From an optimization exercise on the open Yosys and OpenROAD flow, aimed at small area; shortcuts taken in it are not production practice.
Function was checked by simulation only, so behaviour that the tests miss may differ from the original.
Power figures rest on the tool's default switching activity, not on a simulated workload.

`flow/run.sh`:
```
#!/bin/bash
# synth_recipe.tcl (not shown) runs the flow's synth.tcl, then flattens the netlist and writes it again
# the make line also repeats each setting of config.mk as NAME=value (left out here)
make -C /OpenROAD-flow-scripts/flow DESIGN_CONFIG=/design/flow/config.mk WORK_HOME=/design/flow/orfs CLKGATE_MAP_FILE= SYNTH_SCRIPT=/design/flow/synth_recipe.tcl finish
```
`flow/config.mk`:
```
export PLATFORM = sky130hd
export DESIGN_NAME = CloclSystem
export DESIGN_NICKNAME = CloclSystem
export VERILOG_FILES = /design/flow/design.v
export SDC_FILE = /design/flow/constraint.sdc
export NUM_CORES = 4
export LEC_CHECK = 0
export CAP_MARGIN = 20
export CORE_MARGIN = 2
export CORE_UTILIZATION = 40
export PLACE_DENSITY = 0.6
export SLEW_MARGIN = 20
```
`flow/constraint.sdc`:
```
create_clock -name core_clock -period 10.0 [get_ports {clk_50m}]
set_input_delay 2.0000 -clock core_clock [delete_from_list [all_inputs] [get_ports {clk_50m}]]
set_output_delay 2.0000 -clock core_clock [all_outputs]
set_load 0.01 [all_outputs]
```
`flow/design.v`:
```
`timescale 1ns / 1ps
module BCDCounterx10(
    input clk,
    input cr,
    input ce,
    input clr,
    input en,
    output up_signal,
    output reg [3:0] bcd10
    );
    assign up_signal=(bcd10==9)?1'b1:1'b0;
    always@(posedge clk or negedge cr)
        if(!cr)
            bcd10 <= 0;
        else if(clr)
            bcd10 <= 0;
        else if(ce&en)
            if(bcd10!=9)
                bcd10<=bcd10+1'b1;
            else
                bcd10<=0;
        else
            bcd10<=bcd10;
endmodule
`timescale 1ns / 1ps
module BCDCounterx6(
    input clk,
    input cr,
    input ce,
    input clr,
    input en,
    output up_signal,
    output reg [3:0] bcd6
    );
    assign up_signal=(bcd6==5)?1'b1:1'b0;
    always@(posedge clk or negedge cr)
        if(!cr)
            bcd6 <= 4'b0000;
            else if(clr)
                bcd6 <= 4'b0000;
            else if(ce&en)
                if(bcd6!=5)
                    bcd6<=bcd6+1'b1;
                else
                    bcd6<=0;
            else
                bcd6<=bcd6;
endmodule
`timescale 1ns / 1ps
module counter60(
    input clk,
    input cr,
    input ce,
    input clr,
    input en,
    output up_siganl,
    output [7:0] data
    );
    wire bcd_up_l,bcd_up_h;
    assign up_siganl=bcd_up_l&bcd_up_h;
    BCDCounterx10 c10(clk,cr,ce,clr,en,bcd_up_l,data[3:0]);
    BCDCounterx6 c6(clk,cr,ce,clr,bcd_up_l&en,bcd_up_h,data[7:4]);
endmodule
`timescale 1ns / 1ps
module counter24(
    input clk,
    input cr,
    input ce,
    input en,
    output [7:0]data
    );
    reg [3:0] bcd_hr,bcd_lr;
    assign data[7:4] = bcd_hr;
    assign data[3:0] = bcd_lr;
    always@(posedge clk or negedge cr)
        if(!cr)
            begin
            bcd_hr<=0;
            bcd_lr<=0;
            end
        else if(ce&en)
            if((bcd_hr==2)&(bcd_lr==3))
                begin
                bcd_hr<=0;
                bcd_lr<=0;
                end
            else if(bcd_lr==9)
                begin
                bcd_hr<=bcd_hr+1'b1;
                bcd_lr<=0;
                end
            else
                bcd_lr<=bcd_lr+1'b1;
endmodule
`timescale 1ns / 1ps
module ClkDivider(
    input clk_50m,
    input cr,
    output reg clk_1hz,
    output reg clk_2hz,
    output reg clk_1k,
    output tick_1hz,
    output tick_1k
    );
    reg [32:0] count1k;
    reg [32:0] count1hz;
    reg [32:0] count2hz;
    assign tick_1hz = (count1hz==32'd249) & ~clk_1hz;
    assign tick_1k  = (count1k==16'd24) & ~clk_1k;
always@(posedge clk_50m or negedge cr)
    if(!cr)
    begin 
        count1k <= 0;
        clk_1k <= 1'b0;
    end
    else
    begin
		  if(count1k==16'd24)
        begin
            count1k<=0;
            clk_1k<=~clk_1k;
        end
        else
            count1k<=count1k+1'b1;
    end
always@(posedge clk_50m or negedge cr)
    if(!cr)
    begin 
        count1hz <= 0;
        clk_1hz <= 1'b0;
    end
    else
    begin
        if(count1hz==32'd249)
        begin
            count1hz<=0;
            clk_1hz<=~clk_1hz;
        end
        else
            count1hz<=count1hz+1'b1;
    end  
always@(posedge clk_50m or negedge cr)
    if(!cr)
    begin 
        count2hz <= 0;
        clk_2hz <= 1'b0;
    end
    else
    begin
        if(count2hz==32'd124)
        begin
            count2hz<=0;
            clk_2hz<=~clk_2hz;
        end
        else
            count2hz<=count2hz+1'b1;
    end  
endmodule
`timescale 1ns / 1ps
module ClockAndSet(
    input clk,
    input ce,
    input cr,
    input [1:0] clock_set_select,
    input set_confirm,
    output [7:0] hour,minute,second
    );
    wire minute_en,hour_en,up_minute,up_second,second_set;
    assign minute_en =up_second&(clock_set_select!=2'b01)|(set_confirm&(clock_set_select==2'b10));
    assign hour_en=(up_minute&up_second&(clock_set_select!=2'b10))|(set_confirm&(clock_set_select==2'b11));
    assign second_set=~((clock_set_select==2'b01)&&set_confirm);
    counter60 csecond(clk,cr,ce,~second_set,1'b1,up_second,second);
    counter60 cminute(clk,cr,ce,1'b0,minute_en,up_minute,minute);
    counter24 chour(clk,cr,ce,hour_en,hour);
endmodule
`timescale 1ns / 1ps
module AlarmSet(
    input clk,
    input ce,
    input cr,
    input en,
    input [1:0] alarm_set_select,
    input set_confirm,
    output [7:0] hour,
    output [7:0] minute
    );
    wire minute_en,hour_en,up_tmp;
    assign minute_en=en&(set_confirm&(alarm_set_select==2'b01));
    assign hour_en=en&(set_confirm&(alarm_set_select==2'b10));
    counter60 aminute(clk,cr,ce,1'b0,minute_en,up_tmp,minute);
    counter24 ahour(clk,cr,ce,hour_en,hour);
endmodule
`timescale 1ns / 1ps
module ClockAlarm(
    input clk,
    input tick_1hz,
    input clk_2hz,
    input cr,
    input en,
    input [1:0] alarm_set_select,
    input set_confirm,
    input [7:0] clock_hour,clock_minute,
    output [7:0] alarm_hour,alarm_minute,
    output alarm
    );
    wire eq;
    assign eq=(clock_hour==alarm_hour)&(clock_minute==alarm_minute);
    assign alarm=clk_2hz&eq;
    AlarmSet calarm(clk,tick_1hz,cr,en,alarm_set_select,set_confirm,alarm_hour,alarm_minute);
endmodule
`timescale 1ns / 1ps
module HourAlarm(
    input [7:0] hour,minute,second,
    input clk,
    input ce,
    input clk_1hz,
    input cr,
    input en,
    input day_set,
    output hour_alarm
    );
    wire modify,borr,mid_night;
    wire [7:0] hour_tmp,hour_out_tmp;
    reg [7:0] last;
    reg blink_en;
    assign modify=(hour[7:4]>1)||((hour[7:4]==1))&&(hour[3:0]>2);
    assign borr=(hour[3:0]<2)?1:0;
    assign hour_tmp[3:0]=borr?(hour[3:0]+4'b1010-4'b0010):(hour[3:0]-4'b0010);
    assign hour_tmp[7:4]=borr?(hour[7:4]-4'b0010):(hour[7:4]-4'b0001);
    assign mid_night= (hour==8'h00);
    assign hour_out_tmp=(mid_night&day_set)?8'h12:((modify&day_set)?hour_tmp:hour);
    assign hour_alarm=en&clk_1hz&blink_en;
    always@(posedge clk or negedge cr)
    if(!cr)
        begin
        last<=0;
        blink_en<=0;
        end
    else if(ce)
    begin
    if(en)
        if({minute,second}==16'h0000 && hour_out_tmp!=8'h00)
            begin
            last<=hour_out_tmp[3:0]+hour_out_tmp[7:4]*10-1;
            blink_en<=1;
            end
        else if(last==0)
            blink_en<=0;
        else last<=last-1'b1;
    else last<=last;
    end
endmodule
`timescale 1ns / 1ps
module Day24or12(
    input [7:0] hour,
    input day_set,
    output pm_or_am,
    output [7:0] hour_out
    );
    wire modify,borr,mid_night,noon;
    wire [7:0] hour_tmp,hour_out_tmp;
    assign noon=(hour==8'h12);
    assign modify=(hour[7:4]>1)||((hour[7:4]==1))&&(hour[3:0]>2);
    assign borr=(hour[3:0]<2)?1:0;
    assign hour_tmp[3:0]=borr?(hour[3:0]+4'b1010-4'b0010):(hour[3:0]-4'b0010);
    assign hour_tmp[7:4]=borr?(hour[7:4]-4'b0010):(hour[7:4]-4'b0001);
    assign mid_night= (hour==8'h00);
    assign hour_out_tmp=(modify&day_set)?hour_tmp:hour;
    assign hour_out=(mid_night&day_set)?8'h12:hour_out_tmp;
    assign pm_or_am=(modify|noon)&day_set;
endmodule
`timescale 1ns / 1ps
module Mix6to1(
    input [3:0] select,
    input [3:0] bcd0,
    input [3:0] bcd1,
    input [3:0] bcd2,
    input [3:0] bcd3,
    input [3:0] bcd4,
    input [3:0] bcd5,
    output reg [3:0] bcd
    );
always@(select,bcd0,bcd1,bcd2,bcd3,bcd4,bcd5)
case(select)
4'b0000:bcd<=bcd0;
4'b0001:bcd<=bcd1;
4'b0010:bcd<=bcd2;
4'b0011:bcd<=bcd3;
4'b0100:bcd<=bcd4;
4'b0101:bcd<=bcd5;
default:bcd<=4'b0000;
endcase
endmodule
`timescale 1ns / 1ps
module PoseDecode(
    input [3:0] bcd_pos,
    output reg [7:0] pos
    );
    always@(bcd_pos)
    case(bcd_pos)
	 4'b0000:pos <= 8'b1111_1110;
    4'b0001:pos <= 8'b1111_1101;
    4'b0010:pos <= 8'b1111_1011;
    4'b0011:pos <= 8'b1111_0111;
	 4'b0100:pos <= 8'b1110_1111;
	 4'b0101:pos <= 8'b1101_1111;
    default:pos <= 8'b1111_1111;
    endcase
endmodule
`timescale 1ns / 1ps
module BCD7SEG(
    input [3:0] bcd,
    output reg [6:0] seg
    );
    always@(bcd)
        case(bcd)
            4'b0000:seg <= 7'b000_0001;
            4'b0001:seg <= 7'b100_1111;
            4'b0010:seg <= 7'b001_0010;
            4'b0011:seg <= 7'b000_0110;
            4'b0100:seg <= 7'b100_1100;
            4'b0101:seg <= 7'b010_0100;
            4'b0110:seg <= 7'b010_0000;
            4'b0111:seg <= 7'b000_1111;
            4'b1000:seg <= 7'b000_0000;
            4'b1001:seg <= 7'b000_0100;
            default:seg <= 7'b011_0000;
        endcase
endmodule
`timescale 1ns / 1ps
module DigitalScan(
    input clk,
    input ce,
    input cr,
    input en,
    input [3:0] bcd0,
    input [3:0] bcd1,
    input [3:0] bcd2,
    input [3:0] bcd3,
    input [3:0] bcd4,
    input [3:0] bcd5,
    output [6:0] seg,
    output [7:0] pos
    );
    wire up;
    wire [3:0] bcd_select,bcd_data;
    BCDCounterx6 ucount(clk,cr,ce,1'b0,en,up,bcd_select);
    Mix6to1 umix(bcd_select,bcd0,bcd1,bcd2,bcd3,bcd4,bcd5,bcd_data);
    PoseDecode upos(bcd_select,pos);
    BCD7SEG useg(bcd_data,seg);
endmodule
`timescale 1ns / 1ps
module CloclSystem(
    input clk_50m,
	input cr,
	input en,
	input [1:0] clock_set_select,alarm_set_select,
    input alarm_and_ratio_en,
    input confirm,
	input day_set,
    output alarm,
    output is_pm,
    output [6:0] seg,
    output [7:0] pos,
	 output [7:0] output_second
    );
	 wire [6:0] seg_tmp;
	 wire [7:0] pos_tmp;
	 wire alarm_en,ratio_en;
    wire clk_1hz,clk_2hz,clk_1k,tick_1hz,tick_1k,hour_alarm,clock_alarm,is_alarm_set_mode;
    wire [7:0] clock_hour,clock_minute,clock_second;
    wire [7:0] alarm_hour,alarm_minute;
    wire [7:0] output_hour,output_minute; 
	 wire [7:0] output_hour_day;
	 assign alarm_en=alarm_and_ratio_en;
	 assign ratio_en=alarm_and_ratio_en;
    assign alarm = ((hour_alarm&ratio_en)|(clock_alarm&alarm_en))&(clock_set_select==2'b00)&(alarm_set_select==2'b00);
    assign is_alarm_set_mode = (alarm_set_select==2'b01)||(alarm_set_select==2'b10);
    assign {output_hour,output_minute,output_second}=is_alarm_set_mode?{alarm_hour,alarm_minute,8'b0000_0000}:{clock_hour,clock_minute,clock_second};
	 assign seg=(cr==1)?seg_tmp:0;
	 assign pos=(cr==1)?pos_tmp:0;
    ClkDivider udiv(clk_50m,cr,clk_1hz,clk_2hz,clk_1k,tick_1hz,tick_1k);
    ClockAndSet uclock(clk_50m,tick_1hz,cr,clock_set_select,confirm,clock_hour,clock_minute,clock_second);
    ClockAlarm ualarm(clk_50m,tick_1hz,clk_2hz,cr,en,alarm_set_select,confirm,clock_hour,clock_minute,alarm_hour,alarm_minute,clock_alarm);
    Day24or12 udaysel(output_hour,day_set,is_pm,output_hour_day);
    HourAlarm uration(clock_hour,clock_minute,clock_second,clk_50m,tick_1hz,clk_1hz,cr,en,day_set,hour_alarm);
    DigitalScan uscan(clk_50m,tick_1k,cr,en,output_second[3:0],output_second[7:4],output_minute[3:0],output_minute[7:4],output_hour_day[3:0],output_hour_day[7:4],seg_tmp,pos_tmp);
endmodule
```
==> reports/metrics.cfg <==
[global_routing]
grt_pass1_wl_mm = 35.1
grt_use_met2_pct = 25.6
busiest_layer = met2
grt_pass1_vias = 6951
grt_usage_pct = 16.7
gr-usage-met1_pct = 23.9
grt_max_degree = 61
use_met3_pct = 3.38
antenna_found_initial = 1
gr-total-overflow = 0

[place]
portBuffers = 34
place_congestion = 0.825
dp.final_hpwl_mm = 14.7

[route]
drc = 0
wl_mm = 20.4
drt_first_pass_iters = 5
antenna_left = 0
drt-initial-drc-count = 387
wl_per_cell_um = 14.7
via_count = 7339
vias_per_cell = 5.27

[die]
start_util_pct = 40.4
io_pins = 35
fp.dieW_um = 160
dieArea_mm2 = 0.0257
core_area_mm2 = 0.0242
die_height_um = 160
rows = 57

[sta]
min_period_ns = 8.66
slew_violations = 0
hold_viol_final = 0
slew_headroom_pct = 33.5
hold_ws_ns = 0.471
fin_skew_ns = 0.0182
worst_slew_pin_slew_ns = 0.989
finalSetupTns_ns = 0
setup_violations = 0
period_share_pct = 86.6
fmax_mhz = 115
rsz0062_at_grt = no

[logic_synthesis]
synth_enable_flop_cells = 0
ys_seq_elements = 155
synth_top_flop_cell = dfrtp_1
synth.most_common_cell = dfrtp_1
yosysTopAreaCell = dfrtp_1
yosysTopAreaCellShare_pct = 39.7
avgSynthCellArea_um2 = 9.41
yosysUniqueCellTypes = 79
synth.top_cells.by_area = dfrtp_1 40%, xnor2_1 8.2%, ha_1 7.0%
netlist_area_mm2 = 0.00977
ys_warn_count = 8
async_flop_share_pct = 100
netlist_top_cells_count = 155 x dfrtp_1, 92 x nand2_1, 92 x xnor2_1
syn_nets = 1105
yosysSeqAreaShare_pct = 39.7
syn_inst = 1038

[clock_tree]
clk_path_buf_depth = 2
post_cts_buffers = 0
cts.clk_slew.worst_paths_ns = 0.06
cts_hold_buf = 0
clkSinkCount = 155
cts-resized-gates = 0
numCtsBuffers = 17
clkLatencyLatePin_ns = 0.43
h-tree-depth = 4
ctsRootBufferMaster = clkbuf_16
cts_tree = done

[final_layout]
nets = 1123
n_antenna_cell = 0
num-fill-cells = 2303
drive_gt1_share_pct = 5.99
syn_to_final_growth_pct = 12.0

[setup_path]
crit_type = in -> out
end_kind = output port
start_kind = input pin
required_ns = 8.00
cp.arrival_ns = 6.66
crit_fanout = 8

[power]
vdd_drop_max_mv = 0.124
p_per_area_mw_per_mm2 = 125
leakage_nw = 4.83

[min_path]
hold_path_class = reg -> reg

[run]
cap_violations = 0

[status]
status = no timing/DRC/antenna violations

## logic make-up after synthesis
| group | after synthesis | synth area share, % |
|---|---|---|
| AO/OA/AOI/OAI | 143 | 9.71 |
| XOR/XNOR | 133 | 11.9 |
| adder cells (fa/ha/maj) | 57 | 7.45 |
| buffers and inverters | 93 | 4.39 |
| flip-flops | 155 | 39.7 |
| multiplexers | 24 | 3.09 |
| AND/OR/NAND/NOR | 433 | 23.8 |
## metrics by stage
step	cell area [um2]	worst slack (ns)	total power, mW	utilization (%)	cells
CTS	10900	1.34	1.39	45.3	1393
global placement	10300	1.55	0.701	42.7	1361
floorplan	9770	2.41	0.672	-	1038
detailed placement	10300	1.39	0.702	42.7	1361
finish	10900	1.34	1.37	45.3	1393
global route	10900	0.956	1.42	45.3	1393
## sequential cells by signal (all words and copies together), names as in the netlist, 8 cells and up
name           flops
udiv.count2hz     33
uration.last       8
udiv.count1hz     33
udiv.count1k      33
## where the power goes
part | switching, mW | total [mW] | leakage [nW] | internal (mW)
Sequential | 0.00232 | 0.630 | 2.10 | 0.628
Clock | 0.253 | 0.677 | 0.305 | 0.424
Combinational | 0.0366 | 0.0589 | 2.42 | 0.0224
Total | 0.292 | 1.37 | 4.83 | 1.07
## path summary, 6_finish.rpt
kind / from / endpoint / slack [ns] / depth (start not counted)
setup / recovery: alarm_set_select[0] / seg[5] / 1.34 / 13
hold / removal: udiv.clk_1k / udiv.clk_1k / 0.47 / 1
setup reg to reg: uclock.chour.bcd_hr[1] / uration.last[7] / 5.29 / 18
hold reg to reg: udiv.clk_1k / udiv.clk_1k / 0.47 / 1
max in group asynchronous: cr / ualarm.calarm.aminute.c6.bcd6[3] / 7.36 / 2
min in group asynchronous: cr / udiv.count1k[16] / 1.55 / 1
## placed cells by master (no fill, tap or decap), drive strengths merged, types with 21 or more instances in the layout
cell type / instances
clkbuf: 21
nand3: 60
o21ai: 46
ha: 55
nand2: 92
xor2: 41
dfrtp: 155
inv: 55
nor2: 84
nand4: 30
clkdlybuf4s50: 33
and3: 21
a21oi: 30
nor3: 22
nor4: 30
xnor2: 92
## critical path, stage by stage
cell and delay [ns]:
clkdlybuf4s50_1 0.49, inv_1 0.07, ha_1 0.50, mux2i_1 0.54, ha_1 0.32, nor3b_1 0.34, o21a_1 0.29, a21oi_1 0.09
o311ai_1 0.60, inv_1 0.19, ha_1 0.35, o32ai_1 0.29, clkdlybuf4s50_1 0.59
## cell type report
cell class                 count  area [um2]  share of cell area, %
clock buffer                  21         450                   4.12
clock inverter                11         166                   1.52
inverter                      54         203                   1.85
multi-input combinational    790        5470                   50.0
sequential                   155        3880                   35.4
tap                          324         405                   3.70
timing repair buffer          38         372                   3.40
## per-layer routing
metal	up-vias	wire length, um
met4	0	212
met5	-	0
li1	3677	-
met3	11	652
met2	108	9270
met1	3543	10300

[re-timing with driven ports]
Ports are ideal in the flow. The routed layout listed here was re-timed in OpenROAD. Step 1, drivers: a clkbuf_16 drives clk_50m and a buf_2 each remaining input, both assumed. Step 2, shift: input delay + t, output delay - t, t = (earliest + latest rising clock arrival at the registers) / 2. This alone moves slack from input paths to output paths. a / b / c = no drivers / after step 1 / after step 2; a / b = the first two.
t (ns): 0.465
slack for setup (ns): 1.341 / 1.317 / 1.317
clock arrival spread, ns: 0.018 / 0.018
worst slew at a driven data input, ns: 0.06
After both steps this run still meets setup and hold. For this run, drivers alone change the setup slack by -0.024 ns; drivers and shift together by -0.024 ns.
